This design comes from an exercise in tuning for small area on the open sky130 flow, not from production work.
The RTL was checked by simulation tests, not by an equivalence proof against the original design.
Power and IR drop assume default switching activity.

the reference run:
==> flow/design.v (excerpt) <==
module rgb2gray_uhd_4ppc
(
    input [95:0] VIDEO_IN_tdata,
    input VIDEO_IN_tlast,
    output VIDEO_IN_tready,
    input VIDEO_IN_tuser,
    input VIDEO_IN_tvalid,
    input s_axis_video_aclk,
    output [31:0] VIDEO_OUT_tdata,
    output VIDEO_OUT_tlast,
    input VIDEO_OUT_tready,
    output VIDEO_OUT_tuser,
    output VIDEO_OUT_tvalid
);
wire [31:0] hx, hy;
wire [3:0] c8;
wire [31:0] gray;
reg [31:0] x1, y1;
reg [3:0] c1;
reg [2:0] s1;
reg [34:0] r2, r3, r4, r5, r6, r7;
genvar k;
generate
    for (k = 0; k < 4; k = k + 1)
    begin : px
        wire [7:0] a = VIDEO_IN_tdata[24*k+16+:8];
        wire [7:0] b = VIDEO_IN_tdata[24*k+8+:8];
        wire [7:0] c = VIDEO_IN_tdata[24*k+:8];
        wire hs1;
        wire hc2;
        wire fs3;
        wire fc4;
        wire fs5;
        wire fc6;
        wire hs7;
        wire hc8;
        wire fs9;
        wire fc10;
        wire fs11;
        wire fc12;
        wire hs13;
        wire hc14;
        wire fs15;
        wire fc16;
        wire fs17;
        wire fc18;
        wire fs19;
  ...
export LEC_CHECK = 0
export ABC_AREA = 1
export CAP_MARGIN = 20
export CORE_MARGIN = 2
export CORE_UTILIZATION = 40
export GPL_TIMING_DRIVEN = 0
export SLEW_MARGIN = 20
export SYNTH_HIERARCHICAL = 1
create_clock -name core_clock -period 4.0 [get_ports {s_axis_video_aclk}]
standard.sh (not shown) runs the stock make flow with config.mk's settings and CLKGATE_MAP_FILE= SYNTH_SCRIPT=/design/flow/synth_recipe.tcl, a recipe that flattens the netlist after the stock synthesis.
==> flow/flow/run.sh <==
#!/bin/bash
# Standard layout, with plain buf_1 cells as the port buffers and a clock tree
# without dummy loads and with a small root buffer.
set -euo pipefail
export BUFFER_PORTS_ARGS="-buffer_cell sky130_fd_sc_hd__buf_1"
export CTS_ARGS="-sink_clustering_enable -repair_clock_nets -sink_clustering_size 18 -sink_clustering_max_diameter 60 -buf_list {sky130_fd_sc_hd__clkbuf_8 sky130_fd_sc_hd__clkbuf_16} -sink_clustering_buffer sky130_fd_sc_hd__clkbuf_8 -root_buf sky130_fd_sc_hd__clkbuf_4 -dont_use_dummy_load"
bash standard.sh > standard.log 2>&1
In summary, the reference run completed successfully, with a layout that passed the timing, DRC and antenna checks.
Here is what was changed in the inputs of the trial run compared with the reference run.
--- a/flow/config.mk
+++ b/flow/config.mk
@@ -8 +7,0 @@
-export ABC_AREA = 1
@@ -11,0 +11,3 @@
+export CTS_BUF_LIST = sky130_fd_sc_hd__clkbuf_16
+export CTS_CLUSTER_DIAMETER = 80
+export CTS_CLUSTER_SIZE = 25
==> run notes <==
The trial run completed every stage of the flow, and the final layout passed the timing, DRC and antenna checks. Per the comparison of the trial run with the reference run, die area fell by about 2.5%, netlist area before placement decreased 2.5%, total of clock buffers placed in the layout decreased by 1 relative to the old numbers, number of cells on the worst reg-to-reg path did not really move. Comparing the trial run and the reference run, sequential fraction of total cell area is higher on the trial run. | global-route usage | the trial run vs the reference run | ≈ equal |. On length of the first detailed-routing pass in iterations: between the trial run and the reference run, it ends up lower for the reference run.

* * *

rgb2gray_uhd_4ppc again, from the RTL that the note above started with.
// rgb2gray_uhd_4ppc
module rgb2gray_uhd_4ppc
(
    input [95:0] VIDEO_IN_tdata,
    input VIDEO_IN_tlast,
    output VIDEO_IN_tready,
    input VIDEO_IN_tuser,
    input VIDEO_IN_tvalid,
    input s_axis_video_aclk,
    output [31:0] VIDEO_OUT_tdata,
    output VIDEO_OUT_tlast,
    input VIDEO_OUT_tready,
    output VIDEO_OUT_tuser,
    output VIDEO_OUT_tvalid
);
export LEC_CHECK = 0
export CAP_MARGIN = 20
export CORE_MARGIN = 2
export CORE_UTILIZATION = 40
export CTS_BUF_LIST = sky130_fd_sc_hd__clkbuf_16
export CTS_CLUSTER_DIAMETER = 80
export CTS_CLUSTER_SIZE = 25
export GPL_TIMING_DRIVEN = 0
export SLEW_MARGIN = 20
export SYNTH_HIERARCHICAL = 1
create_clock -name core_clock -period 4.0 [get_ports {s_axis_video_aclk}]
==> flow/flow/run.sh <==
#!/bin/bash
# Standard layout, with plain buf_1 cells as the port buffers and a clock tree
# without dummy loads and with a small root buffer.
set -euo pipefail
export BUFFER_PORTS_ARGS="-buffer_cell sky130_fd_sc_hd__buf_1"
export CTS_ARGS="-sink_clustering_enable -repair_clock_nets -sink_clustering_size 12 -sink_clustering_max_diameter 45 -buf_list {sky130_fd_sc_hd__clkbuf_8 sky130_fd_sc_hd__clkbuf_16} -sink_clustering_buffer sky130_fd_sc_hd__clkbuf_4 -root_buf sky130_fd_sc_hd__clkbuf_4 -dont_use_dummy_load"
bash standard.sh > standard.log 2>&1
The first run produced a clean layout.
Then changed:
==> flow/flow/run.sh (replaced) <==
#!/bin/bash
# Standard layout, with plain buf_1 cells as the port buffers and a clock tree
# without dummy loads and with a small root buffer.
set -euo pipefail
export BUFFER_PORTS_ARGS="-buffer_cell sky130_fd_sc_hd__buf_1"
export CTS_ARGS="-sink_clustering_enable -repair_clock_nets -sink_clustering_size 20 -sink_clustering_max_diameter 55 -buf_list {sky130_fd_sc_hd__clkbuf_8 sky130_fd_sc_hd__clkbuf_16} -sink_clustering_buffer sky130_fd_sc_hd__clkbuf_8 -root_buf sky130_fd_sc_hd__clkbuf_4 -dont_use_dummy_load"
bash standard.sh > standard.log 2>&1
Settings changed: CORE_UTILIZATION 40 to 50, CTS_BUF_LIST sky130_fd_sc_hd__clkbuf_16 to default, CTS_CLUSTER_DIAMETER 80 to default, CTS_CLUSTER_SIZE 25 to default.
What happened:
- The new run finished with timing, DRC and antenna clean
- global-route usage grows by 2.7 points
- critical path depth is unchanged
- combinational power hardly moves
- final cell count shrinks by about 7%
- clock power hardly moves
- routed wire length shrinks by about 1.6%
- power is about the same
- fmax shrinks by 0.82%
- clock skew shrinks by 0.016 ns
Then changed:
==> flow/flow/run.sh (replaced) <==
#!/bin/bash
# Standard layout, with plain buf_1 cells as the port buffers and a clock tree
# without dummy loads and with a small root buffer.
set -euo pipefail
export BUFFER_PORTS_ARGS="-buffer_cell sky130_fd_sc_hd__buf_1"
export CTS_ARGS="-sink_clustering_enable -repair_clock_nets -sink_clustering_size 20 -sink_clustering_max_diameter 60 -buf_list {sky130_fd_sc_hd__clkbuf_8 sky130_fd_sc_hd__clkbuf_16} -sink_clustering_buffer sky130_fd_sc_hd__clkbuf_8 -root_buf sky130_fd_sc_hd__clkbuf_4 -dont_use_dummy_load"
bash standard.sh > standard.log 2>&1
Settings changed: CORE_UTILIZATION 50 to 60.
Outcome:
- count of clock-buffer cells in the layout stays the same
- power stays flat
- setup slack improved by 0.022 ns
- die area goes down by about 16%
- final area came out lower by about 0.5%
Then changed:
==> flow/flow/run.sh (replaced) <==
#!/bin/bash
# Standard layout, with plain buf_1 cells as the port buffers and a clock tree
# without dummy loads.
set -euo pipefail
export BUFFER_PORTS_ARGS="-buffer_cell sky130_fd_sc_hd__buf_1"
export CTS_ARGS="-sink_clustering_enable -repair_clock_nets -sink_clustering_size 25 -sink_clustering_max_diameter 80 -buf_list sky130_fd_sc_hd__clkbuf_16 -dont_use_dummy_load"
bash standard.sh > standard.log 2>&1
Settings changed: CORE_UTILIZATION 60 to 40, CTS_BUF_LIST from default to sky130_fd_sc_hd__clkbuf_16, CTS_CLUSTER_DIAMETER from default to 80, CTS_CLUSTER_SIZE from default to 25.
After rerunning: The new run completed without violations; sequential share of layout area is lower by 1.0 points; via count stays flat; critical path depth went up by 1.

* * *

== v6 ==
rgb2gray_uhd_4ppc, a different RTL version from the one above (not shown whole).
Size: ~670 cells after synthesis, roughly 140 I/O pins, ~12000 um2 of cells after synthesis.
## rgb2gray_uhd_4ppc
module rgb2gray_uhd_4ppc
(
    input [95:0] VIDEO_IN_tdata,
    input VIDEO_IN_tlast,
    output VIDEO_IN_tready,
    input VIDEO_IN_tuser,
    input VIDEO_IN_tvalid,
    input s_axis_video_aclk,
    output [31:0] VIDEO_OUT_tdata,
    output VIDEO_OUT_tlast,
    input VIDEO_OUT_tready,
    output VIDEO_OUT_tuser,
    output VIDEO_OUT_tvalid
);
==> flow/config.mk <==
export PLATFORM = sky130hd
export DESIGN_NAME = rgb2gray_uhd_4ppc
export DESIGN_NICKNAME = rgb2gray_uhd_4ppc
export VERILOG_FILES = /design/flow/design.v
export SDC_FILE = /design/flow/constraint.sdc
export NUM_CORES = 4
export LEC_CHECK = 0
export CAP_MARGIN = 20
export CORE_MARGIN = 2
export CORE_UTILIZATION = 40
export CTS_BUF_LIST = sky130_fd_sc_hd__clkbuf_16
export CTS_CLUSTER_DIAMETER = 90
export CTS_CLUSTER_SIZE = 30
export GPL_TIMING_DRIVEN = 0
export SLEW_MARGIN = 20
export SYNTH_HIERARCHICAL = 1
==> flow/constraint.sdc <==
create_clock -name core_clock -period 4.0 [get_ports {s_axis_video_aclk}]
set_input_delay 0.8000 -clock core_clock [delete_from_list [all_inputs] [get_ports {s_axis_video_aclk}]]
set_output_delay 0.8000 -clock core_clock [all_outputs]
set_load 0.01 [all_outputs]
==> flow/flow/run.sh <==
#!/bin/bash
# Standard layout, with plain buf_1 cells as the port buffers.
set -euo pipefail
export BUFFER_PORTS_ARGS="-buffer_cell sky130_fd_sc_hd__buf_1"
bash standard.sh > standard.log 2>&1
In summary, v6 completed successfully, with a layout that passed the timing, DRC and antenna checks.
Modified inputs, v7 compared to v6
- CTS_CLUSTER_SIZE now 25, was 30
- CTS_CLUSTER_DIAMETER now 80, was 90
- Combined global-route utilization of all metal layers across v7 and v6: no real change.
- Number of global-route vias before repair is lower on v6
- v7 — met3 wirelength from detailed routing 0.62% lower, v6 as reference
- Taking v6 as the reference, in v7 least setup slack across all paths after layout level; peak per-stage delay on the critical path level; buffer count from post-CTS setup fixing level.
- v7 against v6: part of the total power dissipated in the clock network down 0.4 points; non-clock buffering overhead in the final layout was more or less identical.
- For fraction of area in registers, v7 and v6 come out practically identical.

-- static timing again, ports no longer ideal --
How much do the figures lean on ideal ports? The routed layouts below were timed once more, with nothing changed but the port constraints. Step 1 assumes that a clkbuf_16 drives the clock port and a buf_2 every other input. Step 2 moves the port delays by t, midway between the first and last clock arrival at a register: inputs arrive t later, outputs are due t later. That takes back most of the time a late clock gives input paths. a / b / c = ideal ports / drivers / drivers and shift; a / b = the first two.
run	t, ns	setup WS [ns]	worst setup path after step 2	latest minus earliest clock arrival (ns)
the reference run	0.661	0.685 / 0.685 / 0.260	input to register	0.090 / 0.090
the trial run	0.648	0.736 / 0.736 / 0.178	input to register	0.070 / 0.070
the first run of note 2	0.650	0.753 / 0.753 / 0.198	input to register	0.097 / 0.097
the second run of note 2	0.599	0.727 / 0.727 / 0.172	input to register	0.051 / 0.051
the third run of note 2	0.621	0.749 / 0.749 / 0.157	input to register	0.046 / 0.047
the fourth run of note 2	0.500	0.657 / 0.679 / 0.178	input to register	0.041 / 0.041
v6	0.508	0.338 / 0.353 / -0.155	input to register	0.031 / 0.032
v7	0.516	0.337 / 0.354 / -0.162	input to register	0.019 / 0.020
Met with ideal ports but missed after step 2: setup timing in v6 and v7. The setup slack of the third run of note 2, which loses most, moves by 0.000 ns with the drivers and by -0.592 ns with both steps.
